This is an optimization exercise on Yosys and OpenROAD, whose aim is small area, a short achievable clock period and few clock cycles per item, not a production implementation. Where RTL was checked, it was by simulation tests only, not by an equivalence proof against the original. No functional check of the RTL was part of runs 6 and 7. The clock port is modelled as an ideal driver; clocking choices that lean on that would not hold on a real chip.

File: flow/config.mk
export PLATFORM = sky130hd
export DESIGN_NAME = upsample_accelerator
export DESIGN_NICKNAME = upsample_accelerator
export VERILOG_FILES = /design/flow/design.v
export SDC_FILE = /design/flow/constraint.sdc
export NUM_CORES = 4
export LEC_CHECK = 0
export CAP_MARGIN = 20
export CORE_MARGIN = 2
export CORE_UTILIZATION = 65
export CTS_CLUSTER_DIAMETER = 200
export CTS_CLUSTER_SIZE = 26
export PLACE_DENSITY = 0.72
export SLEW_MARGIN = 20
File: flow/constraint.sdc
create_clock -name core_clock -period 13.0 [get_ports {clk}]
set_input_delay 2.6000 -clock core_clock [delete_from_list [all_inputs] [get_ports {clk}]]
set_output_delay 2.6000 -clock core_clock [all_outputs]
set_load 0.01 [all_outputs]
File: flow/design.v
module upsample_accelerator #(
    parameter integer DATA_WIDTH = 24,
    parameter integer MAX_WIDTH = 1920,
    parameter integer MAX_HEIGHT = 1080
)(
    input wire clk,
    input wire rst_n,
    input wire [DATA_WIDTH-1:0] input_pixel,
    input wire input_valid,
    output wire input_ready,
    input wire input_sof,       
    input wire input_eol,       
    output wire [DATA_WIDTH-1:0] output_pixel,
    output wire output_valid,
    input wire output_ready,
    output wire output_sof,
    output wire output_eol,
    input wire [1:0] scale_factor,     
    input wire [1:0] interp_method,    
    input wire [15:0] input_width,
    input wire [15:0] input_height
);
    reg       bil;
    reg [3:0] kk;         
    always @(posedge clk) begin
        bil  <= (interp_method == 2'b01);
        kk   <= {scale_factor == 2'b11, scale_factor == 2'b00,
                 scale_factor == 2'b01, scale_factor == 2'b10};
    end
    wire sf3  = kk[3];
    wire stat = ~bil | sf3;                  
    reg [1:0] zc;         
    reg       skip;       
    reg       zr;         
    reg       zs;         
    reg       ir;         
    reg [7:0] st;         
    reg       wt;         
    reg       full;       
    reg       ov;         
    reg       pend;       
    reg       have;       
    reg       eolc, sofc;
    reg       ffirst;     
    reg [2:0] cb;         
    reg [23:0] p0, p1, p2, p3;
    reg        efirst;    
    reg [21:0] xr_v0;     
    reg [21:0] yr_d;      
    reg [21:0] u;         
    reg [21:0] d;         
    reg [18:0] base;
    reg [7:0]  hi;
    reg [2:0]  a;         
    reg [15:0] xrem;      
    reg [15:0] yrem;      
    wire zf  = zc[0];
    wire full_n;
    wire acc = input_valid & ir;
    always @(posedge clk) begin
        if (acc | zf) begin
            p0 <= p1;
            p1 <= p2;
            p2 <= p3;
            p3 <= zf ? 24'd0 : input_pixel;
        end
    end
    wire s4 = st[7];                         
    wire rdone = s4 | (zc == 2'b01);         
    wire [3:0] cb_sum = {1'b0, cb} + kk;
    wire       cb_blk = cb_sum[3];
    wire       f_end  = cb_blk & (yrem == 16'd1);
    always @(posedge clk or negedge rst_n) begin
        if (!rst_n) begin
            cb <= 3'd0;
            ffirst <= 1'b1;
        end else if (rdone) begin
            cb <= cb_sum[2:0];
            ffirst <= f_end;
        end
    end
    always @(posedge clk) begin
        if (zc[1] | (rdone & f_end))
            yrem <= input_height;
        else if (rdone & cb_blk)
            yrem <= yrem - 16'd1;
        if (rdone)
            efirst <= ffirst;
    end
    reg bit_sel;          
    reg dbl;              
    reg zro;              
    reg sub;              
    wire [2:0] eb = stat ? 3'd0 : cb;
    wire go_a = ho;                          
    wire go_b = acc & ~skip;                 
    always @(posedge clk) begin
        bit_sel <= ((go_a | go_b) & eb[2]) | ((st[0] | st[4]) & eb[1]) | ((st[1] | st[5]) & eb[0]);
        dbl     <= st[0] | st[1] | st[4] | st[5];
        zro     <= go_a | go_b;
        sub     <= full_n;
    end
    wire [21:0] e_opa = zro ? 22'd0 : dbl ? {yr_d[20:0], 1'b0} : yr_d;
    wire [21:0] e_opb = sub ? ~xr_v0 : (bit_sel ? p3[21:0] : p1[21:0]);
    wire [22:0] e_sc  = {e_opa, 1'b1} + {e_opb, sub};
    wire [21:0] e_sum = e_sc[22:1];
    always @(posedge clk) begin
        if (st[3]) xr_v0 <= e_sum;
        if (|st) yr_d <= e_sum;
    end
    wire ho  = full & (~have | (ov & eolc));    
    wire adv = ov & ~eolc;                      
    wire [3:0] a_sum  = {1'b0, a} + kk;
    wire       a_blk  = a_sum[3];                
    wire [2:0] a_n    = a_sum[2:0];
    wire [3:0] an_sum = {1'b0, a_n} + kk;
    wire       an_blk = an_sum[3];               
    wire       xl_n   = a_blk ? (xrem == 16'd2) : (xrem == 16'd1);
    always @(posedge clk) begin
        if (ho) begin
            u    <= {xr_v0[18:0] & {19{~zr}}, 3'b000};
            base <= xr_v0[18:0];
            d    <= kk[2] ? {e_sum[19:0], 2'b00} : kk[1] ? {e_sum[20:0], 1'b0} : e_sum;
            hi   <= (bil | zr) ? 8'd0 : p0[23:16];
            a    <= 3'd0;
            xrem <= input_width;
        end else if (adv) begin
            if (!stat & !zs)
                u <= a_blk ? {base, 3'b000} : (u + d);
            a <= a_n;
            if (a_blk) xrem <= xrem - 16'd1;
        end
    end
    wire pend_n = (pend | ov) & ~output_ready;
    wire have_n = ho | (have & ~(ov & eolc));
    wire ov_n   = have_n & ~pend_n;
    assign full_n = s4 | (acc & skip) | (full & ~ho);
    wire [1:0] zc_n = {1'b0, zc[1]};
    wire eolc_n = ho ? (sf3 & (input_width == 16'd1)) : adv ? (an_blk & xl_n) : eolc;
    wire wt_n   = (st[3] | wt) & ~acc;
    wire ir_n   = st[2] | wt_n | (skip & ~acc & ~zc[1]);
    always @(posedge clk or negedge rst_n) begin
        if (!rst_n) begin
            zc <= 2'b11;
            skip <= 1'b1;
            zr <= 1'b0;
            zs <= 1'b0;
            ir <= 1'b0;
            st <= 8'd0;
            wt <= 1'b0;
            full <= 1'b0;
            ov <= 1'b0;
            pend <= 1'b0;
            have <= 1'b0;
            eolc <= 1'b0;
            sofc <= 1'b0;
        end else begin
            zc <= zc_n;
            skip <= skip & ~acc;
            zr <= (acc & skip) | (zr & ~ho);
            zs <= ho ? zr : zs;
            ir <= ir_n;
            st <= {st[6:4], go_b, st[2:0], go_a};
            wt <= wt_n;
            full <= full_n;
            ov <= ov_n;
            pend <= pend_n;
            have <= have_n;
            eolc <= eolc_n;
            sofc <= ho ? efirst : adv ? 1'b0 : sofc;
        end
    end
    assign input_ready  = ir;
    assign output_valid = ov;
    assign output_sof   = sofc;
    assign output_eol   = eolc;
    assign output_pixel = {hi, u[21:6]};
endmodule
File: flow/flow/run.sh
#!/bin/bash
set -euo pipefail
ARGS=("BUFFER_PORTS_ARGS=-buffer_cell sky130_fd_sc_hd__buf_2" SETUP_SLACK_MARGIN=9.25)
bash standard.sh "${ARGS[@]}" cts > standard_cts.log 2>&1
RESULTS=$PWD/orfs/results/$FLOW_PLATFORM/upsample_accelerator/base openroad -no_init -exit flow/bypass_clk.tcl > bypass_clk.log 2>&1
bash standard.sh "${ARGS[@]}" finish > standard.log 2>&1
File: flow/flow/bypass_clk.tcl
# Remove the clock tree's intermediate buffers: the root buffer then drives the
# leaf buffers directly (same depth for every register).
proc bypass_mid_clkbufs {} {
  set blk [ord::get_db_block]
  set root_out ""
  foreach inst [$blk getInsts] {
    if {[string match clkbuf_0_* [$inst getName]]} { set root_out [[$inst findITerm X] getNet] }
  }
  if {$root_out eq ""} { return 0 }
  set n 0
  foreach it [$root_out getITerms] {
    set inst [$it getInst]
    if {[$it isOutputSignal]} { continue }
    set m [[$inst getMaster] getName]
    if {![string match sky130_fd_sc_hd__clkbuf_* $m]} { continue }
    set out [[$inst findITerm X] getNet]
    # only bypass buffers that drive other clock buffers
    set loads {}
    set ok 1
    foreach lt [$out getITerms] {
      if {[$lt getInst] == $inst} { continue }
      if {![string match sky130_fd_sc_hd__clkbuf_* [[[$lt getInst] getMaster] getName]]} { set ok 0 }
      lappend loads $lt
    }
    if {!$ok} { continue }
    foreach lt $loads { $lt disconnect; $lt connect $root_out }
    [$inst findITerm A] disconnect
    [$inst findITerm X] disconnect
    odb::dbInst_destroy $inst
    odb::dbNet_destroy $out
    incr n
  }
  return $n
}

set results $::env(RESULTS)
read_db $results/4_cts.odb
puts "bypassed [bypass_mid_clkbufs] intermediate clock buffers"
write_db $results/4_cts.odb
File: flow/standard.sh
#!/bin/bash
# synth_recipe.tcl (not shown) runs the flow's synth.tcl, then flattens the netlist and writes it again
# the make line also repeats each setting of config.mk as NAME=value (left out here)
make -C /OpenROAD-flow-scripts/flow DESIGN_CONFIG=/design/flow/config.mk WORK_HOME=/design/flow/orfs CLKGATE_MAP_FILE= SYNTH_SCRIPT=/design/flow/synth_recipe.tcl "${@:-finish}"
==> key figures, run 1 <==
Synthesis
  – Synth Instances: 1129
  – Syn Nets: 1255
  – Avg Synthesized Cell Area: around 12 µm²
  – Sequential area share after synthesis: between 50% and 60%
  – Synthesized flop and latch total: 265
  – Largest area contributor in the netlist: edfxtp_1
  – Area fraction of the dominant cell type after synthesis: 51.1%
  – Yosys cell types: 75
  – EDFF count, synth: 225
  – Most used DFF post-synth: edfxtp_1
  – Mapped Area: between 10000 and 15000 µm²
  – Most frequent cell after synthesis: edfxtp_1
  – Async SR Flop Fraction: 9.43%
  – Top cells by count, synth: 225 x edfxtp_1, 98 x nor2_1, 94 x a21oi_1
  – Synth area leaders: edfxtp_1 51%, ha_1 5.3%, dfrtp_1 4.0%
  – YS warnings: 1

Drt
  – Via density: 5.91
  – Drt pass-1 iters: 6
  – Initial DRC count: 540
  – Post-route DRC: 0
  – WL final: 25800 µm
  – Wire per inst: 17.6 µm
  – DRT antenna net count: 0
  – Via Count: between 8k and 9k

Global route
  – Overflow after GRT: 0
  – First-pass GRT wire length: roughly 42000 µm
  – GRT Util Overall: approximately 25%
  – Number of global-route vias before repair: 8245
  – Initial antenna violation count: 0
  – Largest net degree at the start of global routing: between 80 and 90

Critical path
  – Startpoint Class: flip-flop
  – Worst Setup End Kind: output pin
  – CP Cell Sequence: buf_2
  – CP max stage delay: 440 ps
  – Slowest-stage cell, CP: edfxtp_1
  – Setup CP Type: flip-flop to output pin
  – Top delay family on crit path: flip-flops
  – CP Data Required Time: 10400 ps
  – Arrival time at the worst endpoint: 1050 ps
  – CP bufs+invs: 1
  – Max FO, Critical Path: 2

CTS
  – Clock-pin slew on the worst setup and hold paths: 100 ps
  – Max clock buf depth: 3
  – H-tree levels: 1
  – Clock latency on the worst-skew pair: 440 ps
  – CTS tree: done
  – Clk sinks: 265
  – Root buf cell: clkbuf_16
  – CTS buffer count: 14
  – Hold-fix buffers, CTS: 0

Hold path
  – Hold Path Class: flip-flop to flip-flop

Outcome
  – Outcome: timing/DRC/antenna clean

Timing
  – Clk_skew: 22.4 ps
  – Finish-stage setup viols: 0
  – Final setup TNS: 0 ps
  – Slew headroom: 32.8%
  – Worst-margin pin slew: 1010 ps
  – WHS: 387 ps
  – Final Hold Vio Count: 0
  – Slew Viols, Final: 0
  – Final Cycle Share: 28.1%
  – Achievable Freq: 274 MHz
  – Final worst path period need: 3650 ps
  – RSZ-0062 raised after global routing: yes

Finish
  – Number of diodes: 0
  – Syn-to-layout area delta: 8.48%
  – Filler cells: roughly 1.5k
  – Share of cells above drive strength 1: 13.1%
  – Fin nets: 1313
  – Area occupied by registers: 7690 µm²
  – Post-route cell area: 14300 µm²
  – Multi-input logic area: 5220 µm²
  – Post-layout util: 71.3%

Placement
  – # port buffers: 91
  – Final GP Congestion: 0.859
  – DP Wirelength: 17700 µm
  – Area post-placement: 13800 µm²

Run
  – MaxCap Viol Count: 0

Die
  – Num rows: 52
  – Chip height: 147 µm
  – Core area: 20100 µm²
  – Initial Util: between 60% and 70%
  – Chip width: about 150 µm
  – DIE AREA: 21500 µm²
  – I/O pins: 94
per-layer routing:
metal	vias up	global-route usage, %	wire [µm]	share of wire [%]
li1	4255	-	-	-
met1	4185	36.3	12400	48
met2	204	39.6	12000	46
met3	20	3.81	1180	4.6
met4	0	5.97	302	1.2
met5	-	0	0	0
stage by stage:
| stage | cells | setup slack (ps) |
|---|---|---|
| floorplan | 1129 | 9170 |
| global placement | 1439 | 8900 |
| detailed placement | 1439 | 8890 |
| CTS | 1463 | 9250 |
| global route | 1465 | 9150 |
| finish | 1465 | 9350 |
timing repair:
item / 4_1_cts / 5_1_grt
setup endpoints to repair: 13 / 13
resized for setup: 10 / 13
endpoints found under the hold margin: 0 / 0
pin swaps: 1 / 3
cloned: 0 / 1
buffers inserted: 0 / 3
path summary, 6_finish.rpt:
kind	startpoint	to	slack, ps	cells past startpoint
min in group asynchronous	rst_n	eolc$_DFFE_PN0P_	2130	1
worst max register to register	bit_sel$_DFF_P_	d[19]$_DFFE_PP_	9370	14
worst max-delay path	u[19]$_DFFE_PP_	output_pixel[13]	9350	1
max in group asynchronous	rst_n	st[3]$_DFF_PN0_	10470	1
worst min-delay path	st[6]$_DFF_PN0_	st[7]$_DFF_PN0_	390	0
worst min register to register	st[6]$_DFF_PN0_	st[7]$_DFF_PN0_	390	0
final cells by class:
| type | count | share of cell area [%] |
|---|---|---|
| multi-input cells | 773 | 36.4 |
| repair buffers | 103 | 4.07 |
| clock inverters | 1 | 0.209 |
| clock buffers | 21 | 2.48 |
| well taps | 270 | 2.36 |
| flip-flops and latches | 265 | 53.6 |
| inverters | 32 | 0.838 |
cells by family after synthesis:
family	synth area share, %
other cells	0.0284
compound gates	13.6
mux	2.82
buf+inv	3.05
fa+ha+maj	5.91
simple gates	12.2
xor+xnor	4.24
flops	58.2
worst register-to-register path, cell delays in order (launching register included):
cell and delay, ps:
dfxtp_2 420, buf_12 190, nor2b_1 60, a211oi_1 280, a21oi_1 80, ha_1 350, o21ai_0 200, a21oi_1 120
o22a_1 260, nor4_2 270, o41ai_2 130, a221oi_2 350, xor2_2 280, nor2_1 100, a221o_1 280
registers in the layout, summed over array words and instances (netlist names), 19 cells and up:
signal / count
p1: 24
p2: 24
p3: 24
d: 22
u: 22
xr_v0: 22
yr_d: 22
base: 19
cell usage in the layout, fill, tap and decap left out, drive strengths merged, types with 8 or more instances in the layout:
cell    Yosys  layout
edfxtp    225     225
buf        20     102
nor2       98      98
a21oi      94      94
nand2      80      80
o21ai      68      68
nor2b      56      56
ha         56      56
xnor2      50      50
mux2i      35      35
inv        32      32
a211oi     31      31
a21o       27      27
clkbuf     39      22
dfrtp      21      21
and2       15      15
nor3       15      15
dfxtp      15      15
xor2       14      14
nor4       13      13
nand3      10      10
nand2b     10      10
nand4       8       8
Testbench counts, summed over its fixed seeds: cycles 15,263, items 14,904.
==> run 2: changes to the inputs <==
==> flow/flow/run.sh (replaced) <==
#!/bin/bash
set -euo pipefail
ARGS=("BUFFER_PORTS_ARGS=-buffer_cell sky130_fd_sc_hd__buf_2" SETUP_SLACK_MARGIN=9.55)
bash standard.sh "${ARGS[@]}" cts > standard_cts.log 2>&1
RESULTS=$PWD/orfs/results/$FLOW_PLATFORM/upsample_accelerator/base openroad -no_init -exit flow/bypass_clk.tcl > bypass_clk.log 2>&1
bash standard.sh "${ARGS[@]}" finish > standard.log 2>&1
==> key figures, run 2 <==
Synthesis
  – Most frequent cell after synthesis: edfxtp_1
  – Synth Instances: 1129 (unchanged)
  – EDFF count, synth: 225 (unchanged)
  – Area fraction of the dominant cell type after synthesis: 51.1% (unchanged)
  – Synth area leaders: edfxtp_1 51%, ha_1 5.3%, dfrtp_1 4.0%
  – Yosys cell types: 75 (unchanged)
  – Syn Nets: 1255 (unchanged)
  – Top cells by count, synth: 225 x edfxtp_1, 98 x nor2_1, 94 x a21oi_1
  – Most used DFF post-synth: edfxtp_1
  – Async SR Flop Fraction: 9.43% (unchanged)
  – YS warnings: 1 (unchanged)
  – Mapped Area: 13200 µm² (unchanged)
  – Synthesized flop and latch total: 265 (unchanged)
  – Largest area contributor in the netlist: edfxtp_1
  – Sequential area share after synthesis: 58.2% (unchanged)
  – Avg Synthesized Cell Area: 11.7 µm² (unchanged)

Timing
  – Final setup TNS: 0 ps (unchanged)
  – Clk_skew: 23.1 ps (+0.651 ps)
  – Final Hold Vio Count: 0 (unchanged)
  – Slew Viols, Final: 0 (unchanged)
  – Achievable Freq: 274 MHz (+0.24%)
  – Final worst path period need: 3650 ps (-8.85 ps)
  – Final Cycle Share: 28.0% (-0.068 points)
  – RSZ-0062 raised after global routing: yes
  – WHS: 397 ps (+9.04 ps)
  – Slew headroom: 35.8% (+3.0 points)
  – Worst-margin pin slew: 964 ps (-44.5 ps)
  – Finish-stage setup viols: 0 (unchanged)

Finish
  – Syn-to-layout area delta: 12.8%
  – Share of cells above drive strength 1: 18.2% (+5.1 points)
  – Number of diodes: 0 (unchanged)
  – Most frequent cells in the layout: 225 x edfxtp_1, 96 x nor2_1, 89 x buf_2, 87 x a21oi_1, 79 x nand2_1
  – Biggest regs: p1 x24, p2 x24, p3 x24
  – Fin nets: 1348 (+2.7%)
  – Most common cell after layout, fill and taps aside: edfxtp_1

Drt
  – Initial DRC count: 598 (+11%)
  – Via density: 5.97 (+0.88%)
  – Post-route DRC: 0 (unchanged)
  – Drt pass-1 iters: 5 (-1)
  – WL final: 27200 µm (+5.2%)
  – Wire per inst: 18.1 µm (+2.8%)
  – DRT antenna net count: 0 (unchanged)
  – Via Count: 8943 (+3.2%)

Placement
  – DP Wirelength: 17600 µm (-0.98%)
  – Final GP Congestion: 0.865 (+0.73%)
  – # port buffers: 91 (unchanged)

Global route
  – Overflow after GRT: 0 (unchanged)
  – GRT Util Overall: 25.2% (+0.38 points)
  – Initial antenna violation count: 0 (unchanged)
  – First-pass GRT wire length: 42400 µm (+1.2%)
  – Largest net degree at the start of global routing: 82 (unchanged)
  – Number of global-route vias before repair: 8365 (+1.5%)

Critical path
  – Setup CP Type: flip-flop to output pin
  – CP Data Required Time: 10400 ps (about the same)
  – CP bufs+invs: 1 (unchanged)
  – Slowest-stage cell, CP: edfxtp_1
  – CP max stage delay: 440 ps (about the same)
  – Arrival time at the worst endpoint: 1050 ps (about the same)
  – Top delay family on crit path: flip-flops
  – Worst Setup End Kind: output pin
  – CP Cell Sequence: buf_2
  – Max FO, Critical Path: 2 (unchanged)
  – Startpoint Class: flip-flop

Die
  – Chip height: 147 µm (unchanged)
  – I/O pins: 94 (unchanged)
  – DIE AREA: 21500 µm² (unchanged)
  – Initial Util: 65.8% (unchanged)
  – Core area: 20100 µm² (unchanged)
  – Num rows: 52 (unchanged)
  – Chip width: 147 µm (unchanged)

Run
  – MaxCap Viol Count: 0 (unchanged)

CTS
  – H-tree levels: 1 (unchanged)
  – CTS tree: done
  – Clk sinks: 265 (unchanged)
  – CTS buffer count: 14 (unchanged)
  – Clock latency on the worst-skew pair: 440 ps (about the same)
  – Root buf cell: clkbuf_16
  – Max clock buf depth: 3 (unchanged)
  – Clock-pin slew on the worst setup and hold paths: 100 ps (about the same)

Hold path
  – Hold Path Class: flip-flop to flip-flop

Outcome
  – Outcome: timing/DRC/antenna clean
[run 2: cell counts after synthesis]
No cell type changed its count.
[run 2: final cells by class]
class / instances / area (µm²)
clock buffers: 20 / 352
fillers: 1379 / 5190
multi-input cells: 774 / 5440
clock inverters: 1 / 30.0
well taps: 270 / 338
inverters: 32 / 120
flip-flops and latches: 265 / 7700
repair buffers: 137 / 936
[run 2: per-layer routing]
| metal | wire, µm | up-vias | GRT usage [%] |
|---|---|---|---|
| li1 | - | 4329 | - |
| met2 | 12700 | 249 | 39.0 |
| met5 | 0 | - | 0 |
| met3 | 1550 | 28 | 3.72 |
| met1 | 12400 | 4337 | 36.9 |
| met4 | 455 | 0 | 8.69 |
[run 2: what timing repair did]
item                                    4_1_cts  5_1_grt
hold buffers                                  0        0
buffers inserted                             21       12
gates resized for setup                      23       52
endpoints found under the setup margin      128       82
gates cloned                                  2        3
pin swaps                                     8       16
[run 2: stage by stage]
step / instances / worst slack, ps / area [µm²] / util [%]
global placement: 1440 / 8980 / 13800 / 68.8
detailed placement: 1440 / 8970 / 13800 / 68.8
floorplan: 1129 / 9170 / 13300 / -
global route: 1499 / 9310 / 14900 / 74.2
CTS: 1486 / 9270 / 14600 / 72.4
finish: 1499 / 9350 / 14900 / 74.2
[run 2: cell families after synthesis]
logic type	count (synthesis)	share of synthesized area [%]
simple gates	328	12.2
compound gates	283	13.6
flops	265	58.2
buf+inv	91	3.05
xor+xnor	64	4.24
fa+ha+maj	60	5.91
mux	37	2.82
other cells	1	0.0284
[run 2: worst paths after layout]
path	from	endpoint	slack, ps	cells after the start
max in group asynchronous	rst_n	ir$_DFF_PN0_	10460	1
worst max-delay path	u[14]$_DFFE_PP_	output_pixel[8]	9350	1
worst min register to register	st[4]$_DFF_PN0_	st[5]$_DFF_PN0_	400	0
worst min-delay path	st[4]$_DFF_PN0_	st[5]$_DFF_PN0_	400	0
worst max register to register	sub$_DFF_P_	d[19]$_DFFE_PP_	9570	13
min in group asynchronous	rst_n	sofc$_DFFE_PN0P_	2130	1
==> run 3: changes to the inputs <==
==> flow/flow/run.sh (replaced) <==
#!/bin/bash
set -euo pipefail
ARGS=("BUFFER_PORTS_ARGS=-buffer_cell sky130_fd_sc_hd__buf_2" SETUP_SLACK_MARGIN=9.40)
bash standard.sh "${ARGS[@]}" cts > standard_cts.log 2>&1
RESULTS=$PWD/orfs/results/$FLOW_PLATFORM/upsample_accelerator/base openroad -no_init -exit flow/bypass_clk.tcl > bypass_clk.log 2>&1
bash standard.sh "${ARGS[@]}" finish > standard.log 2>&1
--- a/flow/config.mk
+++ b/flow/config.mk
@@ -8,7 +8,7 @@
 export CAP_MARGIN = 20
 export CORE_MARGIN = 2
-export CORE_UTILIZATION = 65
+export CORE_UTILIZATION = 80
 export CTS_CLUSTER_DIAMETER = 200
 export CTS_CLUSTER_SIZE = 26
-export PLACE_DENSITY = 0.72
+export PLACE_DENSITY = 0.85
 export SLEW_MARGIN = 20
==> key figures, run 3 <==
Synthesis
  – YS warnings: 1 (unchanged)
  – Top cells by count, synth: 225 x edfxtp_1, 98 x nor2_1, 94 x a21oi_1
  – Synth area leaders: edfxtp_1 51%, ha_1 5.3%, dfrtp_1 4.0%
  – Largest area contributor in the netlist: edfxtp_1
  – Synth Instances: 1129 (unchanged)
  – Synthesized flop and latch total: 265 (unchanged)
  – Async SR Flop Fraction: 9.43% (unchanged)
  – Area fraction of the dominant cell type after synthesis: 51.1% (unchanged)
  – Most used DFF post-synth: edfxtp_1
  – Avg Synthesized Cell Area: 11.7 µm² (unchanged)
  – Sequential area share after synthesis: 58.2% (unchanged)
  – Syn Nets: 1255 (unchanged)
  – Mapped Area: 13200 µm² (unchanged)
  – EDFF count, synth: 225 (unchanged)
  – Yosys cell types: 75 (unchanged)
  – Most frequent cell after synthesis: edfxtp_1

Finish
  – Biggest regs: p1 x24, p2 x24, p3 x24
  – Filler cells: 593 (-57%)
  – Most frequent cells in the layout: 225 x edfxtp_1, 97 x nor2_1, 93 x a21oi_1, 90 x buf_2, 79 x nand2_1
  – Most common cell after layout, fill and taps aside: edfxtp_1
  – Syn-to-layout area delta: 10.5%
  – Number of diodes: 0 (unchanged)
  – Fin nets: 1347 (-0.074%)
  – Post-Layout Cell Count: 1445 (-3.6%)
  – Share of cells above drive strength 1: 16.1% (-2.1 points)

Drt
  – Via density: 6.64 (+11%)
  – Via Count: 9594 (+7.3%)
  – DRT antenna net count: 0 (unchanged)
  – Wire per inst: 21.0 µm (+16%)
  – Post-route DRC: 0 (unchanged)
  – Drt pass-1 iters: 6 (+1)
  – WL final: 30400 µm (+12%)
  – Initial DRC count: 848 (+42%)

Critical path
  – CP Cell Sequence: buf_12 -> nor2b_1 -> a211oi_2 -> a21oi_1 -> ha_1 -> buf_4 -> a211oi_1 -> nor2_1 -> a21oi_2 -> a21boi_2 -> o21ai_2 -> mux2i_1 -> o2111ai_2 -> o22a_1 -> o31a_1
  – Crit. Startpoint: bit_sel$_DFF_P_
  – Slowest-stage cell, CP: dfxtp_4
  – Setup CP Type: flip-flop to flip-flop
  – Worst r2r src: bit_sel$_DFF_P_
  – Max FO, Critical Path: 22 (+20)
  – CP max stage delay: 400 ps (-40 ps)
  – CP Data Required Time: 13190 ps (+2790 ps)
  – Arrival time at the worst endpoint: 4010 ps (+2960 ps)
  – Worst Setup End Kind: flip-flop
  – Startpoint Class: flip-flop
  – Top delay family on crit path: compound AO/OA/AOI/OAI gates
  – CP bufs+invs: 2 (+1)

Timing
  – Final worst path period need: 3820 ps (+177 ps)
  – Worst setup margin: 9180 ps (-177 ps)
  – Clk_skew: 27.7 ps (+4.65 ps)
  – Worst-margin pin slew: 969 ps (+5.41 ps)
  – WHS: 400 ps (+3.75 ps)
  – Final Hold Vio Count: 0 (unchanged)
  – Finish-stage setup viols: 0 (unchanged)
  – Final setup TNS: 0 ps (unchanged)
  – Slew Viols, Final: 0 (unchanged)
  – RSZ-0062 raised after global routing: yes
  – Final Cycle Share: 29.4% (+1.4 points)
  – Achievable Freq: 262 MHz (-4.6%)
  – Slew headroom: 35.4% (-0.36 points)

Global route
  – Largest net degree at the start of global routing: 82 (unchanged)
  – Met1 usage: 44.4% (+7.5 points)
  – GRT busiest layer: met2
  – Overflow after GRT: 0 (unchanged)
  – Initial antenna violation count: 0 (unchanged)
  – M3 GR Usage: 6.25% (+2.5 points)
  – GRT Util Overall: 33.2% (+8.0 points)
  – Grt met2 use: 55.0% (+16 points)
  – Number of global-route vias before repair: 8952 (+7.0%)
  – First-pass GRT wire length: 45200 µm (+6.7%)

CTS
  – Max clock buf depth: 3 (unchanged)
  – CTS buffer count: 14 (unchanged)
  – Clock latency on the worst-skew pair: 440 ps (about the same)
  – H-tree levels: 1 (unchanged)
  – Hold-fix buffers, CTS: 0 (unchanged)
  – Clk sinks: 265 (unchanged)
  – CTS tree: done
  – Root buf cell: clkbuf_16
  – Clock-pin slew on the worst setup and hold paths: 100 ps (about the same)

Placement
  – Final GP Congestion: 0.914 (+5.7%)
  – Placed insts: 1386 (-3.8%)
  – Setup WS pre-CTS: 8900 ps (-70.4 ps)
  – # port buffers: 91 (unchanged)
  – DP Wirelength: 19200 µm (+9.3%)

Die
  – Initial Util: 82.6% (+17 points)
  – I/O pins: 94 (unchanged)
  – DIE AREA: 17600 µm² (-18%)
  – Core area: 16000 µm² (-20%)
  – Num rows: 46 (-12%)
  – Chip width: 133 µm (-9.6%)
  – Chip height: 133 µm (-9.6%)

Hold path
  – Worst Hold Launch: p2[20]$_DFFE_PP_
  – Hold Path Class: flip-flop to flip-flop

Run
  – MaxCap Viol Count: 0 (unchanged)

Outcome
  – Outcome: timing/DRC/antenna clean
## run 3: area by class of cell
class	count	area [µm²]	area share [%]
inverter	32	120	0.822
tap	216	270	1.85
timing repair buffer	136	848	5.81
multi-input combinational	774	5290	36.2
clock inverter	1	30.0	0.206
clock buffer	21	355	2.43
sequential	265	7690	52.7
## run 3: what timing repair did
| action | CTS | global route |
|---|---|---|
| gates cloned | 0 | 2 |
| pin swaps | 2 | 6 |
| hold endpoints to repair | 0 | 0 |
| resized for setup | 14 | 24 |
| setup endpoints to repair | 42 | 86 |
| setup buffers | 21 | 14 |
## run 3: path summary, 6_finish.rpt
path / end / slack [ps] / depth (start not counted)
min in group asynchronous: eolc$_DFFE_PN0P_ / 2130 / 1
max: d[21]$_DFFE_PP_ / 9180 / 15
min: p1[20]$_DFFE_PP_ / 400 / 0
max reg2reg: d[21]$_DFFE_PP_ / 9180 / 15
min reg2reg: p1[20]$_DFFE_PP_ / 400 / 0
max in group asynchronous: ir$_DFF_PN0_ / 10460 / 1
## run 3: through the flow
step                      utilization (%)  instance area (µm²)
after floorplan                         -                13200
after global placement               86.0                13800
after detailed placement             86.0                13800
after CTS                            90.1                14400
after global routing                 91.3                14600
final                                91.3                14600
## run 3: kinds of logic (layout without fill, tap and decap cells)
kind of cell / count (synthesis) / count (layout) / synth area share (%)
other: 1 / 1 / 0.0284
DFF: 265 / 265 / 58.2
adders and majority gates: 60 / 60 / 5.91
buffers and inverters: 91 / 190 / 3.05
xor gates and xnor gates: 64 / 64 / 4.24
AOI/OAI and AO/OA: 283 / 283 / 13.6
and+or+nand+nor: 328 / 329 / 12.2
muxes: 37 / 37 / 2.82
## run 3: per-layer routing
layer / part of all wire, % / wire length [µm] / vias to the layer above
met2: 49 / 14900 / 595
met1: 39 / 11800 / 4567
met4: 3.6 / 1090 / 0
met5: 0 / 0 / -
met3: 8.6 / 2610 / 108
li1: - / - / 4324
==> run 4: changes to the inputs <==
--- a/flow/config.mk
+++ b/flow/config.mk
@@ -8,7 +8,7 @@
 export CAP_MARGIN = 20
 export CORE_MARGIN = 2
-export CORE_UTILIZATION = 80
+export CORE_UTILIZATION = 65
 export CTS_CLUSTER_DIAMETER = 200
 export CTS_CLUSTER_SIZE = 26
-export PLACE_DENSITY = 0.85
+export PLACE_DENSITY = 0.72
 export SLEW_MARGIN = 20
==> key figures, run 4 <==
Timing
  – Finish-stage setup viols: 0 (unchanged)
  – Final Cycle Share: 27.9% (-1.5 points)
  – Achievable Freq: 276 MHz (+5.5%)
  – Slew Viols, Final: 0 (unchanged)
  – Final Hold Vio Count: 0 (unchanged)
  – Clk_skew: 24.7 ps (-3.04 ps)
  – Final worst path period need: 3630 ps (-198 ps)
  – RSZ-0062 raised after global routing: yes
  – Worst-margin pin slew: 968 ps (-0.951 ps)
  – Slew headroom: 35.5% (+0.063 points)
  – Final setup TNS: 0 ps (unchanged)

Critical path
  – Arrival time at the worst endpoint: 1030 ps (-2980 ps)
  – CP max stage delay: 430 ps (+30 ps)
  – Startpoint Class: flip-flop
  – Top delay family on crit path: flip-flops
  – CP bufs+invs: 1 (-1)
  – CP Cell Sequence: buf_2
  – Setup CP Type: flip-flop to output pin
  – Slowest-stage cell, CP: edfxtp_1
  – Worst Setup End Kind: output pin
  – Crit. Startpoint: hi[5]$_SDFFCE_PP0P_
  – CP Data Required Time: 10400 ps (-2790 ps)
  – Max FO, Critical Path: 1 (-95%)
  – Worst r2r src: bit_sel$_DFF_P_

Synthesis
  – EDFF count, synth: 225 (unchanged)
  – Top cells by count, synth: 225 x edfxtp_1, 98 x nor2_1, 94 x a21oi_1
  – Largest area contributor in the netlist: edfxtp_1
  – Area fraction of the dominant cell type after synthesis: 51.1% (unchanged)
  – Async SR Flop Fraction: 9.43% (unchanged)
  – Mapped Area: 13200 µm² (unchanged)
  – Post-synthesis mux area share: 2.82% (unchanged)
  – Post-synthesis simple-gate area fraction: 12.2% (unchanged)
  – Synth area leaders: edfxtp_1 51%, ha_1 5.3%, dfrtp_1 4.0%
  – YS warnings: 1 (unchanged)
  – Most used DFF post-synth: edfxtp_1
  – Yosys cell types: 75 (unchanged)
  – Sequential area share after synthesis: 58.2% (unchanged)
  – XOR/XNOR Fraction of Synth Area: 4.24% (unchanged)
  – Most frequent cell after synthesis: edfxtp_1
  – Synth Instances: 1129 (unchanged)
  – Largest family of logic cells by synthesized area: compound AO/OA/AOI/OAI gates
  – Synthesized flop and latch total: 265 (unchanged)
  – Area fraction in compound gates after synthesis: 13.6% (unchanged)
  – Avg Synthesized Cell Area: 11.7 µm² (unchanged)
  – Syn Nets: 1255 (unchanged)
  – Adder-Cell Fraction of Synth Area: 5.91% (unchanged)

Global route
  – Initial antenna violation count: 0 (unchanged)
  – First-pass GRT wire length: 41800 µm (-7.5%)
  – GRT Util Overall: 24.7% (-8.4 points)
  – Grt met2 use: 39.4% (-16 points)
  – Met1 usage: 36.1% (-8.3 points)
  – Overflow after GRT: 0 (unchanged)
  – Largest net degree at the start of global routing: 82 (unchanged)
  – GRT busiest layer: met2
  – M3 GR Usage: 4.22% (-2.0 points)
  – Number of global-route vias before repair: 8319 (-7.1%)

Finish
  – Post-layout util: 72.5% (-19 points)
  – Biggest regs: p1 x24, p2 x24, p3 x24
  – Post-route cell area: 14600 µm² (-0.16%)
  – Share of cells above drive strength 1: 15.5% (-0.64 points)
  – Fin nets: 1340 (-0.52%)
  – Filler cells: 1442 (+140%)
  – Number of diodes: 0 (unchanged)
  – Syn-to-layout area delta: 10.3%
  – Most frequent cells in the layout: 225 x edfxtp_1, 97 x nor2_1, 93 x a21oi_1, 90 x buf_2, 79 x nand2_1
  – Most common cell after layout, fill and taps aside: edfxtp_1

Die
  – Chip width: 147 µm (+11%)
  – Chip height: 147 µm (+11%)
  – Initial Util: 65.8% (-17 points)
  – I/O pins: 94 (unchanged)
  – Num rows: 52 (+13%)
  – DIE AREA: 21500 µm² (+22%)
  – Core area: 20100 µm² (+26%)

CTS
  – Max clock buf depth: 3 (unchanged)
  – CTS buffer count: 14 (unchanged)
  – Clock-pin slew on the worst setup and hold paths: 100 ps (about the same)
  – Hold-fix buffers, CTS: 0 (unchanged)
  – Root buf cell: clkbuf_16
  – Clk sinks: 265 (unchanged)
  – Clock latency on the worst-skew pair: 440 ps (about the same)
  – H-tree levels: 1 (unchanged)
  – CTS tree: done

Drt
  – Post-route DRC: 0 (unchanged)
  – Drt pass-1 iters: 5 (-1)
  – Via density: 5.90 (-11%)
  – DRT antenna net count: 0 (unchanged)
  – Via Count: 8802 (-8.3%)
  – Initial DRC count: 562 (-34%)
  – WL final: 26100 µm (-14%)
  – Wire per inst: 17.5 µm (-17%)

Placement
  – DP Wirelength: 17700 µm (-7.9%)
  – Final GP Congestion: 0.856 (-6.3%)
  – # port buffers: 91 (unchanged)
  – Area post-placement: 13800 µm² (+0.49%)

Hold path
  – Worst Hold Launch: zc[1]$_DFF_PN1_
  – Hold Path Class: flip-flop to flip-flop

Outcome
  – Outcome: timing/DRC/antenna clean

Run
  – MaxCap Viol Count: 0 (unchanged)
run 4: cell counts after synthesis:
Identical to the previous run, type by type.
run 4: worst register-to-register path, cell delays in order, from the launching register on:
cell and delay (ps):
dfxtp_4 400, buf_12 170, nor2b_1 70, a211oi_1 380
a21oi_1 80, ha_1 350, a21oi_1 190, o21ai_2 120
nor4_1 340, o41ai_2 170, a221oi_2 350, xor2_2 280
nor2_1 80, a221o_1 260
run 4: final timing paths:
path                                          to  slack, ps  cells past startpoint
max in group asynchronous           ir$_DFF_PN0_      10460                      1
worst max-delay path            output_pixel[21]       9370                      1
worst min-delay path             zc[0]$_DFF_PN1_        400                      0
worst min register to register   zc[0]$_DFF_PN1_        400                      0
worst max register to register   d[19]$_DFFE_PP_       9520                     13
min in group asynchronous       eolc$_DFFE_PN0P_       2130                      1
run 4: metrics by stage:
step / cells / setup slack [ps] / hold slack [ps]
4_1_cts: 1483 / 9310 / 389
6_report: 1492 / 9370 / 402
3_3_place_gp: 1440 / 8980 / 362
3_5_place_dp: 1440 / 8920 / 371
5_1_grt: 1492 / 9330 / 405
2_1_floorplan: 1129 / 9170 / 355
run 4: final cells by class:
cell class                      instances  area (µm²)  share of cell area [%]
Inverter                               32         120                   0.824
Multi-Input combinational cell        774        5260                    36.1
Clock buffer                           21         355                    2.44
Timing Repair Buffer                  129         785                    5.38
Clock inverter                          1        30.0                   0.206
Sequential cell                       265        7690                    52.8
Tap cell                              270         338                    2.32
run 4: cell families (layout without fill, tap and decap cells):
kind of cell,count (synthesis),in the layout
compound gates,283,283
xor+xnor,64,64
fa+ha+maj,60,60
buf+inv,91,183
flops,265,265
mux,37,37
other cells,1,1
simple gates,328,329
run 4: what timing repair did:
item,CTS,global route
endpoints found under the setup margin,47,93
buffers inserted,19,9
endpoints found under the hold margin,0,0
resized for setup,15,14
pin swaps,3,4
gates cloned,0,2
run 4: per-layer routing:
metal,wire length [µm],part of all wire (%)
met5,0,0
met4,298,1.1
met3,1220,4.7
met2,12000,46
met1,12600,48
==> run 5: changes to the inputs <==
--- a/flow/design.v
+++ b/flow/design.v
@@ -57,4 +57,6 @@
     wire zf  = zc[0];
     wire full_n;
+    wire ho;              
+    wire adv;             
     wire acc = input_valid & ir;
     always @(posedge clk) begin
@@ -109,6 +111,6 @@
         if (|st) yr_d <= e_sum;
     end
-    wire ho  = full & (~have | (ov & eolc));    
-    wire adv = ov & ~eolc;                      
+    assign ho  = full & (~have | (ov & eolc));
+    assign adv = ov & ~eolc;
     wire [3:0] a_sum  = {1'b0, a} + kk;
     wire       a_blk  = a_sum[3];                
==> flow/flow/run.sh (replaced) <==
#!/bin/bash
set -euo pipefail
ARGS=("BUFFER_PORTS_ARGS=-inputs -buffer_cell sky130_fd_sc_hd__buf_1"
      "POST_GLOBAL_PLACE_TCL=$PWD/flow/outbuf.tcl"
      SETUP_SLACK_MARGIN=9.4)
bash standard.sh "${ARGS[@]}" cts > standard_cts.log 2>&1
RESULTS=$PWD/orfs/results/$FLOW_PLATFORM/upsample_accelerator/base openroad -no_init -exit flow/bypass_clk.tcl > bypass_clk.log 2>&1
bash standard.sh "${ARGS[@]}" finish > standard.log 2>&1
==> flow/flow/outbuf.tcl (new file) <==
# Output ports get their buffers here (after global placement); input ports
# are buffered by the standard step with a smaller cell.
buffer_ports -outputs -buffer_cell sky130_fd_sc_hd__buf_2
==> key figures, run 5 <==
Drt
  – DRT antenna net count: 0 (unchanged)
  – Initial DRC count: 613 (+9.1%)
  – Wire per inst: 17.9 µm (+2.1%)
  – Via Count: 8764 (-0.43%)
  – Post-route DRC: 0 (unchanged)
  – Drt pass-1 iters: 4 (-1)
  – Via density: 5.85 (-0.90%)
  – WL final: 26800 µm (+2.6%)

Critical path
  – CP Data Required Time: 10400 ps (about the same)
  – Setup CP Type: flip-flop to output pin
  – Startpoint Class: flip-flop
  – Arrival time at the worst endpoint: 1020 ps (about the same)
  – R2R Setup Slk: 9560 ps (+40 ps)
  – CP max stage delay: 420 ps (about the same)
  – Slowest-stage cell, CP: edfxtp_1
  – Top delay family on crit path: flip-flops
  – Instance count on the critical path: 1 (unchanged)
  – Crit. Startpoint: u[20]$_DFFE_PP_
  – R2R Path End: d[21]$_DFFE_PP_
  – CP bufs+invs: 1 (unchanged)
  – Setup crit end: output_pixel[14]
  – CP Cell Sequence: buf_2
  – Reg2Reg Depth: 14 (+1)
  – Worst r2r src: sub$_DFF_P_
  – Max FO, Critical Path: 2 (+1)
  – Worst Setup End Kind: output pin

Finish
  – Multi-input logic area: 5360 µm² (+1.9%)
  – Number of diodes: 0 (unchanged)
  – Syn-to-layout area delta: 11.1%
  – Biggest regs: p1 x24, p2 x24, p3 x24
  – Most frequent cells in the layout: 225 x edfxtp_1, 95 x nor2_1, 90 x a21oi_1, 79 x nand2_1, 63 x buf_1
  – Area occupied by registers: 7690 µm² (about the same)
  – Share of cells above drive strength 1: 11.7% (-3.7 points)
  – Most common cell after layout, fill and taps aside: edfxtp_1
  – Filler cells: 1395 (-3.3%)
  – Fin nets: 1347 (+0.52%)
  – Post-layout util: 73.1% (+0.53 points)

CTS
  – Root buf cell: clkbuf_16
  – CTS tree: done
  – Clock-pin slew on the worst setup and hold paths: 100 ps (about the same)
  – CTS buffer count: 14 (unchanged)
  – Max clock buf depth: 3 (unchanged)
  – Clock latency on the worst-skew pair: 440 ps (about the same)
  – Clk sinks: 265 (unchanged)
  – H-tree levels: 1 (unchanged)

Synthesis
  – EDFF count, synth: 225 (unchanged)
  – Top cells by count, synth: 225 x edfxtp_1, 96 x nor2_1, 94 x a21oi_1
  – Yosys cell types: 75 (unchanged)
  – Async SR Flop Fraction: 9.43% (unchanged)
  – Synth area leaders: edfxtp_1 51%, ha_1 5.3%, dfrtp_1 4.0%
  – Area fraction of the dominant cell type after synthesis: 51.1% (about the same)
  – Synthesized flop and latch total: 265 (unchanged)
  – Largest area contributor in the netlist: edfxtp_1
  – Sequential area share after synthesis: 58.1% (about the same)
  – YS warnings: 1 (unchanged)
  – Mapped Area: 13200 µm² (about the same)
  – Most used DFF post-synth: edfxtp_1
  – Syn Nets: 1254 (-0.080%)
  – Avg Synthesized Cell Area: 11.7 µm² (about the same)
  – Synth Instances: 1128 (-0.089%)
  – Most frequent cell after synthesis: edfxtp_1

Timing
  – Achievable Freq: 276 MHz (about the same)
  – Final worst path period need: 3620 ps (-2.19 ps)
  – Final Hold Vio Count: 0 (unchanged)
  – Clk_skew: 21.7 ps (-2.99 ps)
  – Worst setup margin: 9380 ps (+2.19 ps)
  – Slew Viols, Final: 0 (unchanged)
  – Slew headroom: 35.0% (-0.47 points)
  – Finish-stage setup viols: 0 (unchanged)
  – RSZ-0062 raised after global routing: yes
  – Worst-margin pin slew: 975 ps (+7.07 ps)
  – Final setup TNS: 0 ps (unchanged)
  – Final Cycle Share: 27.9% (about the same)

Die
  – I/O pins: 94 (unchanged)
  – Initial Util: 65.8% (about the same)
  – Chip width: 147 µm (about the same)
  – Chip height: 147 µm (about the same)
  – Num rows: 52 (unchanged)
  – Core area: 20100 µm² (unchanged)
  – DIE AREA: 21500 µm² (about the same)

Outcome
  – Outcome: timing/DRC/antenna clean

Placement
  – DP Wirelength: 17600 µm (-0.29%)
  – # port buffers: 91 (unchanged)
  – Setup WS pre-CTS: 8840 ps (-82.7 ps)

Global route
  – Largest net degree at the start of global routing: 82 (unchanged)
  – First-pass GRT wire length: 41800 µm (about the same)
  – GRT Util Overall: 24.9% (+0.18 points)
  – Overflow after GRT: 0 (unchanged)
  – Initial antenna violation count: 0 (unchanged)
  – Number of global-route vias before repair: 8377 (+0.70%)

Hold path
  – WHS Path Cells: 0 (unchanged)
  – Hold Path Class: flip-flop to flip-flop

Run
  – MaxCap Viol Count: 0 (unchanged)
## run 5: cell count changes after synthesis, sizes merged
cell	delta
clkbuf	-1
or2	+1
inv	-1
buf	+1
nor2b	+1
nor2	-2
## run 5: worst min path at each step
stage / start / to
floorplan: st[6]$_DFF_PN0_ / st[7]$_DFF_PN0_
global placement: st[6]$_DFF_PN0_ / st[7]$_DFF_PN0_
detailed placement: st[6]$_DFF_PN0_ / st[7]$_DFF_PN0_
CTS: zc[1]$_DFF_PN1_ / zc[0]$_DFF_PN1_
global route: zc[1]$_DFF_PN1_ / zc[0]$_DFF_PN1_
finish: st[1]$_DFF_PN0_ / st[2]$_DFF_PN0_
## run 5: kinds of logic (layout without fill, tap and decap cells)
family | after synthesis | in the layout | synth area share (%)
and+or+nand+nor | 328 | 329 | 12.2
AOI/OAI and AO/OA | 283 | 283 | 13.6
DFF | 265 | 265 | 58.1
buffers and inverters | 90 | 190 | 3.02
xor gates and xnor gates | 64 | 64 | 4.24
adders and majority gates | 60 | 60 | 5.91
muxes | 37 | 37 | 2.82
other | 1 | 1 | 0.0284
## run 5: per-layer routing
| metal | wire length (µm) | global-route usage [%] | vias to the layer above |
|---|---|---|---|
| met5 | 0 | 0 | - |
| met4 | 335 | 7.14 | 0 |
| met3 | 1290 | 4.28 | 23 |
| met2 | 12800 | 39.6 | 220 |
| met1 | 12400 | 35.9 | 4196 |
| li1 | - | - | 4325 |
## run 5: stage by stage
step | area [µm²] | instances | hold WS [ps]
finish | 14700 | 1499 | 393
global route | 14700 | 1499 | 403
CTS | 14400 | 1485 | 386
detailed placement | 13800 | 1440 | 369
global placement | 13600 | 1412 | 359
floorplan | 13200 | 1128 | 355
## run 5: timing repair
item / CTS / global route
cloned: 1 / 2
pin swaps: 2 / 11
hold buffers: 0 / 0
setup endpoints to repair: 124 / 83
resized for setup: 15 / 34
setup buffers: 20 / 14
hold endpoints to repair: 0 / 0
## run 5: final cells by class
type,instances,area share [%]
flip-flops and latches,265,52.4
multi-input cells,774,36.5
repair buffers,137,5.39
clock buffers,21,2.42
well taps,270,2.30
inverters,31,0.792
clock inverters,1,0.204
Testbench counts of run 5, summed over its fixed seeds: cycles 15,263, items 14,904.
==> run 6: changes to the inputs <==
--- a/flow/design.v
+++ b/flow/design.v
@@ -119,9 +119,10 @@
     wire       an_blk = an_sum[3];               
     wire       xl_n   = a_blk ? (xrem == 16'd2) : (xrem == 16'd1);
+    wire [21:0] dk    = kk[2] ? {d[19:0], 2'b00} : kk[1] ? {d[20:0], 1'b0} : d;    
     always @(posedge clk) begin
         if (ho) begin
             u    <= {xr_v0[18:0] & {19{~zr}}, 3'b000};
             base <= xr_v0[18:0];
-            d    <= kk[2] ? {e_sum[19:0], 2'b00} : kk[1] ? {e_sum[20:0], 1'b0} : e_sum;
+            d    <= e_sum;
             hi   <= (bil | zr) ? 8'd0 : p0[23:16];
             a    <= 3'd0;
@@ -129,5 +130,5 @@
         end else if (adv) begin
             if (!stat & !zs)
-                u <= a_blk ? {base, 3'b000} : (u + d);
+                u <= a_blk ? {base, 3'b000} : (u + dk);
             a <= a_n;
             if (a_blk) xrem <= xrem - 16'd1;
==> flow/flow/run.sh (replaced) <==
#!/bin/bash
set -euo pipefail
ARGS=("BUFFER_PORTS_ARGS=-buffer_cell sky130_fd_sc_hd__buf_2" SETUP_SLACK_MARGIN=9.40)
bash standard.sh "${ARGS[@]}" cts > standard_cts.log 2>&1
RESULTS=$PWD/orfs/results/$FLOW_PLATFORM/upsample_accelerator/base openroad -no_init -exit flow/bypass_clk.tcl > bypass_clk.log 2>&1
bash standard.sh "${ARGS[@]}" finish > standard.log 2>&1
removed: flow/flow/outbuf.tcl
==> key figures, run 6 <==
Synthesis
  – Largest family of logic cells by synthesized area: compound AO/OA/AOI/OAI gates
  – Area fraction of the dominant cell type after synthesis: 50.5% (-0.63 points)
  – Syn Nets: 1256 (+0.16%)
  – Sequential area share after synthesis: 57.4% (-0.72 points)
  – Largest area contributor in the netlist: edfxtp_1
  – Most frequent cell after synthesis: edfxtp_1
  – Adder-Cell Fraction of Synth Area: 5.83% (-0.073 points)
  – Synthesized flop and latch total: 265 (unchanged)
  – Post-synthesis simple-gate area fraction: 12.4% (+0.20 points)
  – Top cells by count, synth: 225 x edfxtp_1, 94 x nand2_1, 84 x o21ai_0
  – YS warnings: 1 (unchanged)
  – EDFF count, synth: 225 (unchanged)
  – Most used DFF post-synth: edfxtp_1
  – Synth Instances: 1130 (+0.18%)
  – Post-synthesis mux area share: 3.56% (+0.74 points)
  – Yosys cell types: 70 (-6.7%)
  – Async SR Flop Fraction: 9.43% (unchanged)
  – XOR/XNOR Fraction of Synth Area: 4.45% (+0.21 points)
  – Mapped Area: 13400 µm² (+1.2%)
  – Avg Synthesized Cell Area: 11.8 µm² (+1.1%)
  – Synth area leaders: edfxtp_1 50%, ha_1 5.2%, dfrtp_1 3.9%
  – Area fraction in compound gates after synthesis: 13.4% (-0.21 points)

Global route
  – Grt met2 use: 36.5% (-3.1 points)
  – M3 GR Usage: 4.14% (-0.15 points)
  – Overflow after GRT: 0 (unchanged)
  – Met1 usage: 35.3% (-0.62 points)
  – Initial antenna violation count: 0 (unchanged)
  – GRT busiest layer: met2
  – GRT Util Overall: 23.6% (-1.4 points)
  – First-pass GRT wire length: 40500 µm (-3.2%)
  – Number of global-route vias before repair: 8192 (-2.2%)
  – Largest net degree at the start of global routing: 81 (-1.2%)

CTS
  – H-tree levels: 1 (unchanged)
  – Max clock buf depth: 3 (unchanged)
  – Root buf cell: clkbuf_16
  – CTS buffer count: 14 (unchanged)
  – CTS tree: done
  – Clock latency on the worst-skew pair: 450 ps (about the same)
  – Clk sinks: 265 (unchanged)
  – Clock-pin slew on the worst setup and hold paths: 100 ps (about the same)

Timing
  – Slew headroom: 33.6% (-1.4 points)
  – Final Hold Vio Count: 0 (unchanged)
  – RSZ-0062 raised after global routing: yes
  – Final setup TNS: 0 ps (unchanged)
  – Achievable Freq: 275 MHz (-0.49%)
  – Final worst path period need: 3640 ps (+18.0 ps)
  – Final Cycle Share: 28.0% (+0.14 points)
  – Clk_skew: 25.1 ps (+3.48 ps)
  – Finish-stage setup viols: 0 (unchanged)
  – Slew Viols, Final: 0 (unchanged)
  – Worst-margin pin slew: 994 ps (+18.6 ps)

Die
  – Chip height: 148 µm (+0.60%)
  – Chip width: 148 µm (+0.60%)
  – Num rows: 52 (unchanged)
  – DIE AREA: 21800 µm² (+1.2%)
  – Core area: 20200 µm² (+0.65%)
  – I/O pins: 94 (unchanged)
  – Initial Util: 66.2% (+0.39 points)

Finish
  – Fin nets: 1341 (-0.45%)
  – Number of diodes: 0 (unchanged)
  – Filler cells: 1432 (+2.7%)
  – Most common cell after layout, fill and taps aside: edfxtp_1
  – Share of cells above drive strength 1: 16.4% (+4.7 points)
  – Biggest regs: p1 x24, p2 x24, p3 x24
  – Syn-to-layout area delta: 8.74%
  – Post-Layout Cell Count: 1489 (-0.67%)
  – Most frequent cells in the layout: 225 x edfxtp_1, 93 x nand2_1, 90 x buf_2, 83 x o21ai_0, 76 x nor2_1

Drt
  – Via density: 5.77 (-1.3%)
  – Wire per inst: 16.7 µm (-6.9%)
  – WL final: 24800 µm (-7.5%)
  – Initial DRC count: 390 (-36%)
  – Post-route DRC: 0 (unchanged)
  – Via Count: 8594 (-1.9%)
  – DRT antenna net count: 0 (unchanged)
  – Drt pass-1 iters: 4 (unchanged)

Critical path
  – CP Data Required Time: 10400 ps (about the same)
  – CP bufs+invs: 1 (unchanged)
  – Worst r2r src: zro$_DFF_P_
  – R2R Path End: xr_v0[19]$_DFFE_PP_
  – Setup crit end: output_pixel[20]
  – Setup CP Type: flip-flop to output pin
  – R2R Setup Slk: 9680 ps (+120 ps)
  – Slowest-stage cell, CP: edfxtp_1
  – Worst Setup End Kind: output pin
  – Instance count on the critical path: 1 (unchanged)
  – Reg2Reg Depth: 9 (-5)
  – CP max stage delay: 440 ps (+20 ps)
  – CP Cell Sequence: buf_2
  – Top delay family on crit path: flip-flops
  – Startpoint Class: flip-flop
  – Arrival time at the worst endpoint: 1040 ps (+20 ps)
  – Max FO, Critical Path: 1 (-1)
  – Crit. Startpoint: hi[4]$_SDFFCE_PP0P_

Hold path
  – Hold Path Class: flip-flop to flip-flop

Placement
  – Final GP Congestion: 0.866
  – # port buffers: 91 (unchanged)
  – DP Wirelength: 17500 µm (-0.51%)
  – Placed insts: 1446 (+0.42%)

Outcome
  – Outcome: timing/DRC/antenna clean

Run
  – MaxCap Viol Count: 0 (unchanged)
run 6: per-layer routing:
metal  wire length, µm  vias up
li1                  -     4331
met1             12200     4055
met2             11200      187
met3              1130       21
met4               275        0
met5                 0        -
run 6: final cells by class:
cell class,instances,area (µm²),share of cell area [%]
clock buffers,17,340,2.34
clock inverters,1,30.0,0.206
inverters,20,75.1,0.516
multi-input cells,790,5350,36.8
flip-flops and latches,265,7690,52.8
well taps,270,338,2.32
repair buffers,126,728,5.00
run 6: worst min-delay path by stage:
stage / slack, ps / startpoint / cells past startpoint / end
2_1_floorplan: 350 / st[6]$_DFF_PN0_ / 0 / st[7]$_DFF_PN0_
3_3_place_gp: 360 / st[6]$_DFF_PN0_ / 0 / st[7]$_DFF_PN0_
3_5_place_dp: 380 / st[6]$_DFF_PN0_ / 0 / st[7]$_DFF_PN0_
4_1_cts: 390 / st[6]$_DFF_PN0_ / 0 / st[7]$_DFF_PN0_
5_1_grt: 400 / st[6]$_DFF_PN0_ / 0 / st[7]$_DFF_PN0_
6_report: 390 / st[6]$_DFF_PN0_ / 0 / st[7]$_DFF_PN0_
run 6: cell families after synthesis:
| logic type | count (synthesis) |
|---|---|
| adders and majority gates | 60 |
| other | 1 |
| DFF | 265 |
| muxes | 47 |
| and+or+nand+nor | 330 |
| buffers and inverters | 76 |
| AOI/OAI and AO/OA | 283 |
| xor gates and xnor gates | 68 |
run 6: what timing repair did:
action                                  4_1_cts  5_1_grt
cloned                                        0        1
pin swaps                                     0        0
setup buffers                                18        6
resized for setup                             1        2
hold buffers                                  0        0
endpoints found under the setup margin       27       67
run 6: stage by stage:
| stage | util (%) | worst slack (ps) | area, µm² | hold WS, ps |
|---|---|---|---|---|
| 2_1_floorplan | - | 9370 | 13400 | 355 |
| 3_3_place_gp | 69.1 | 9000 | 14000 | 362 |
| 3_5_place_dp | 69.1 | 9000 | 14000 | 376 |
| 4_1_cts | 71.8 | 9300 | 14500 | 392 |
| 5_1_grt | 71.9 | 9320 | 14600 | 399 |
| 6_report | 71.9 | 9360 | 14600 | 393 |
==> run 7: changes to the inputs <==
--- a/flow/design.v
+++ b/flow/design.v
@@ -55,4 +55,26 @@
     reg [15:0] xrem;      
     reg [15:0] yrem;      
+    function [21:0] add22(input [21:0] x, input [21:0] y, input ci);
+        reg [21:0] g, p, gg, pp;
+        integer i, k;
+        begin
+            g = x & y;
+            p = x ^ y;
+            g[0] = g[0] | (p[0] & ci);
+            gg = g;
+            pp = p;
+            for (k = 1; k < 22; k = k * 2)
+                for (i = 2 * k - 1; i < 22; i = i + 2 * k) begin
+                    gg[i] = gg[i] | (pp[i] & gg[i - k]);
+                    pp[i] = pp[i] & pp[i - k];
+                end
+            for (k = 8; k >= 1; k = k / 2)
+                for (i = 3 * k - 1; i < 22; i = i + 2 * k) begin
+                    gg[i] = gg[i] | (pp[i] & gg[i - k]);
+                    pp[i] = pp[i] & pp[i - k];
+                end
+            add22 = p ^ {gg[20:0], ci};
+        end
+    endfunction
     wire zf  = zc[0];
     wire full_n;
@@ -105,6 +127,5 @@
     wire [21:0] e_opa = zro ? 22'd0 : dbl ? {yr_d[20:0], 1'b0} : yr_d;
     wire [21:0] e_opb = sub ? ~xr_v0 : (bit_sel ? p3[21:0] : p1[21:0]);
-    wire [22:0] e_sc  = {e_opa, 1'b1} + {e_opb, sub};
-    wire [21:0] e_sum = e_sc[22:1];
+    wire [21:0] e_sum = add22(e_opa, e_opb, sub);
     always @(posedge clk) begin
         if (st[3]) xr_v0 <= e_sum;
==> key figures, run 7 <==
Outcome
  – Outcome: timing/DRC/antenna clean

Global route
  – Met1 usage: 34.9% (-0.42 points)
  – M3 GR Usage: 4.80% (+0.66 points)
  – Number of global-route vias before repair: 7831 (-4.4%)
  – First-pass GRT wire length: 39600 µm (-2.1%)
  – Grt met2 use: 35.8% (-0.66 points)
  – Overflow after GRT: 0 (unchanged)
  – Largest net degree at the start of global routing: 81 (unchanged)
  – GRT Util Overall: 23.6% (+0.037 points)
  – GRT busiest layer: met2
  – Initial antenna violation count: 0 (unchanged)

Finish
  – Share of cells above drive strength 1: 17.7% (+1.3 points)
  – Syn-to-layout area delta: 12.0%
  – Fin nets: 1299 (-3.1%)
  – Most frequent cells in the layout: 225 x edfxtp_1, 89 x buf_2, 81 x nand2_1, 78 x nor2_1, 67 x o21ai_0
  – Filler cells: 1362 (-4.9%)
  – Most common cell after layout, fill and taps aside: edfxtp_1
  – Number of diodes: 0 (unchanged)
  – Area occupied by registers: 7700 µm² (+0.11%)
  – Multi-input logic area: 5070 µm² (-5.3%)
  – Biggest regs: p1 x24, p2 x24, p3 x24
  – Post-layout util: 74.5% (+2.6 points)

Run
  – MaxCap Viol Count: 0 (unchanged)

Synthesis
  – Adder-Cell Fraction of Synth Area: 7.42% (+1.6 points)
  – Avg Synthesized Cell Area: 12.2 µm² (+3.0%)
  – XOR/XNOR Fraction of Synth Area: 4.05% (-0.40 points)
  – Synthesized flop and latch total: 265 (unchanged)
  – Yosys cell types: 61 (-13%)
  – Top cells by count, synth: 225 x edfxtp_1, 82 x nand2_1, 78 x nor2_1
  – Most frequent cell after synthesis: edfxtp_1
  – Async SR Flop Fraction: 9.43% (unchanged)
  – Largest area contributor in the netlist: edfxtp_1
  – Mapped Area: 13000 µm² (-3.0%)
  – YS warnings: 1 (unchanged)
  – Post-synthesis mux area share: 3.59% (+0.032 points)
  – Synth Instances: 1064 (-5.8%)
  – EDFF count, synth: 225 (unchanged)
  – Synth area leaders: edfxtp_1 52%, ha_1 5.1%, dfrtp_1 4.0%
  – Most used DFF post-synth: edfxtp_1
  – Area fraction in compound gates after synthesis: 11.1% (-2.3 points)
  – Area fraction of the dominant cell type after synthesis: 52.0% (+1.6 points)
  – Largest family of logic cells by synthesized area: simple AND/OR/NAND/NOR gates
  – Sequential area share after synthesis: 59.2% (+1.8 points)
  – Post-synthesis simple-gate area fraction: 11.5% (-0.94 points)
  – Syn Nets: 1198 (-4.6%)

CTS
  – CTS tree: done
  – Clk sinks: 265 (unchanged)
  – Max clock buf depth: 3 (unchanged)
  – CTS buffer count: 14 (unchanged)
  – H-tree levels: 1 (unchanged)
  – Clock-pin slew on the worst setup and hold paths: 100 ps (about the same)
  – Clock latency on the worst-skew pair: 450 ps (about the same)
  – Root buf cell: clkbuf_16

Critical path
  – Setup CP Type: flip-flop to output pin
  – CP max stage delay: 450 ps (about the same)
  – Worst Setup End Kind: output pin
  – Max FO, Critical Path: 1 (unchanged)
  – CP bufs+invs: 1 (unchanged)
  – Arrival time at the worst endpoint: 1040 ps (about the same)
  – Slowest-stage cell, CP: edfxtp_1
  – Top delay family on crit path: flip-flops
  – CP Cell Sequence: buf_6
  – CP Data Required Time: 10400 ps (about the same)
  – Startpoint Class: flip-flop

Die
  – Initial Util: 66.5% (+0.36 points)
  – Chip width: 145 µm (-1.5%)
  – Chip height: 145 µm (-1.5%)
  – I/O pins: 94 (unchanged)
  – DIE AREA: 21100 µm² (-2.9%)
  – Core area: 19500 µm² (-3.5%)
  – Num rows: 51 (-1.9%)

Drt
  – Post-route DRC: 0 (unchanged)
  – Wire per inst: 17.2 µm (+3.2%)
  – Drt pass-1 iters: 6 (+2)
  – Via Count: 8235 (-4.2%)
  – WL final: 24700 µm (-0.56%)
  – DRT antenna net count: 0 (unchanged)
  – Initial DRC count: 589 (+51%)
  – Via density: 5.74 (-0.50%)

Timing
  – Clk_skew: 26.0 ps (+0.827 ps)
  – Final worst path period need: 3640 ps (-4.41 ps)
  – Final Hold Vio Count: 0 (unchanged)
  – Slew headroom: 37.4% (+3.8 points)
  – Finish-stage setup viols: 0 (unchanged)
  – Slew Viols, Final: 0 (unchanged)
  – Final Cycle Share: 28.0% (-0.034 points)
  – Worst-margin pin slew: 939 ps (-55.0 ps)
  – RSZ-0062 raised after global routing: yes
  – Final setup TNS: 0 ps (unchanged)
  – Achievable Freq: 275 MHz (+0.12%)

Placement
  – DP Wirelength: 16500 µm (-5.9%)
  – Final GP Congestion: 0.839 (-3.2%)
  – # port buffers: 91 (unchanged)

Hold path
  – Hold Path Class: flip-flop to flip-flop
run 7: cell type report:
class,instances,area share (%)
Sequential cell,265,52.9
Clock buffer,17,2.34
Inverter,36,0.929
Clock inverter,1,0.206
Tap cell,265,2.28
Timing Repair Buffer,139,6.44
Multi-Input combinational cell,711,34.9
run 7: routing by layer:
layer  share of wire (%)  wire length [µm]
met1                  47             11700
met2                  45             11200
met3                 5.2              1270
met4                 2.3               556
met5                   0                 0
run 7: path summary, 6_finish.rpt:
check / startpoint / to / slack, ps / depth (start not counted)
max in group asynchronous: rst_n / st[3]$_DFF_PN0_ / 10460 / 1
hold / removal: zc[1]$_DFF_PN1_ / zc[0]$_DFF_PN1_ / 370 / 0
setup reg to reg: bit_sel$_DFF_P_ / xr_v0[21]$_DFFE_PP_ / 9520 / 15
setup / recovery: hi[5]$_SDFFCE_PP0P_ / output_pixel[21] / 9360 / 1
min in group asynchronous: rst_n / ov$_DFF_PN0_ / 2130 / 1
hold reg to reg: zc[1]$_DFF_PN1_ / zc[0]$_DFF_PN1_ / 370 / 0
run 7: cell families after synthesis:
logic type      after synthesis
buf+inv                      89
fa+ha+maj                    68
mux                          46
flops                       265
simple gates                302
compound gates              233
other cells                   1
xor+xnor                     60
run 7: per-stage QoR:
step	cell area [µm²]	hold slack [ps]	std cells	setup slack (ps)
6_report	14500	371	1434	9360
3_3_place_gp	13600	356	1375	8940
3_5_place_dp	13600	358	1375	8860
5_1_grt	14500	376	1434	9330
4_1_cts	14300	372	1420	9320
2_1_floorplan	13000	354	1064	9370
run 7: repair_timing:
| action | CTS | global route |
|---|---|---|
| hold buffers | 0 | 0 |
| setup buffers | 23 | 12 |
| pin swaps | 13 | 10 |
| endpoints found under the setup margin | 54 | 60 |
| cloned | 2 | 3 |
| resized for setup | 24 | 25 |

afterwards: timing with drivers on the ports:
Ports are ideal in the flow. The routed layouts listed here were re-timed in OpenROAD. Step 1 assumes that a clkbuf_16 drives the clock port and a buf_2 every other input. Step 2, shift: input delay + t, output delay - t, t = (earliest + latest rising clock arrival at the registers) / 2. This alone moves slack from input paths to output paths. Slacks: no drivers / after step 1 / after step 2; pairs: no drivers / after step 1.
| run | shift t [ns] | slack for setup (ns) | worst slew at a driven data input, ns | cell pins on the clock port's net |
|---|---|---|---|---|
| run 1 | 0.483 | 9.345 / 9.298 / 8.904 | 0.03 | 1 |
| run 2 | 0.478 | 9.354 / 9.307 / 9.063 | 0.03 | 1 |
| run 3 | 0.469 | 9.177 / 9.177 / 9.009 | 0.05 | 1 |
| run 4 | 0.473 | 9.374 / 9.332 / 8.973 | 0.03 | 1 |
| run 5 | 0.482 | 9.377 / 9.332 / 9.024 | 0.04 | 1 |
| run 6 | 0.481 | 9.359 / 9.315 / 9.133 | 0.03 | 1 |
| run 7 | 0.482 | 9.363 / 9.317 / 9.106 | 0.04 | 1 |
After both steps every run listed still meets setup and hold. The setup slack of run 1, which loses most, moves by -0.047 ns with the drivers and by -0.441 ns with both steps.
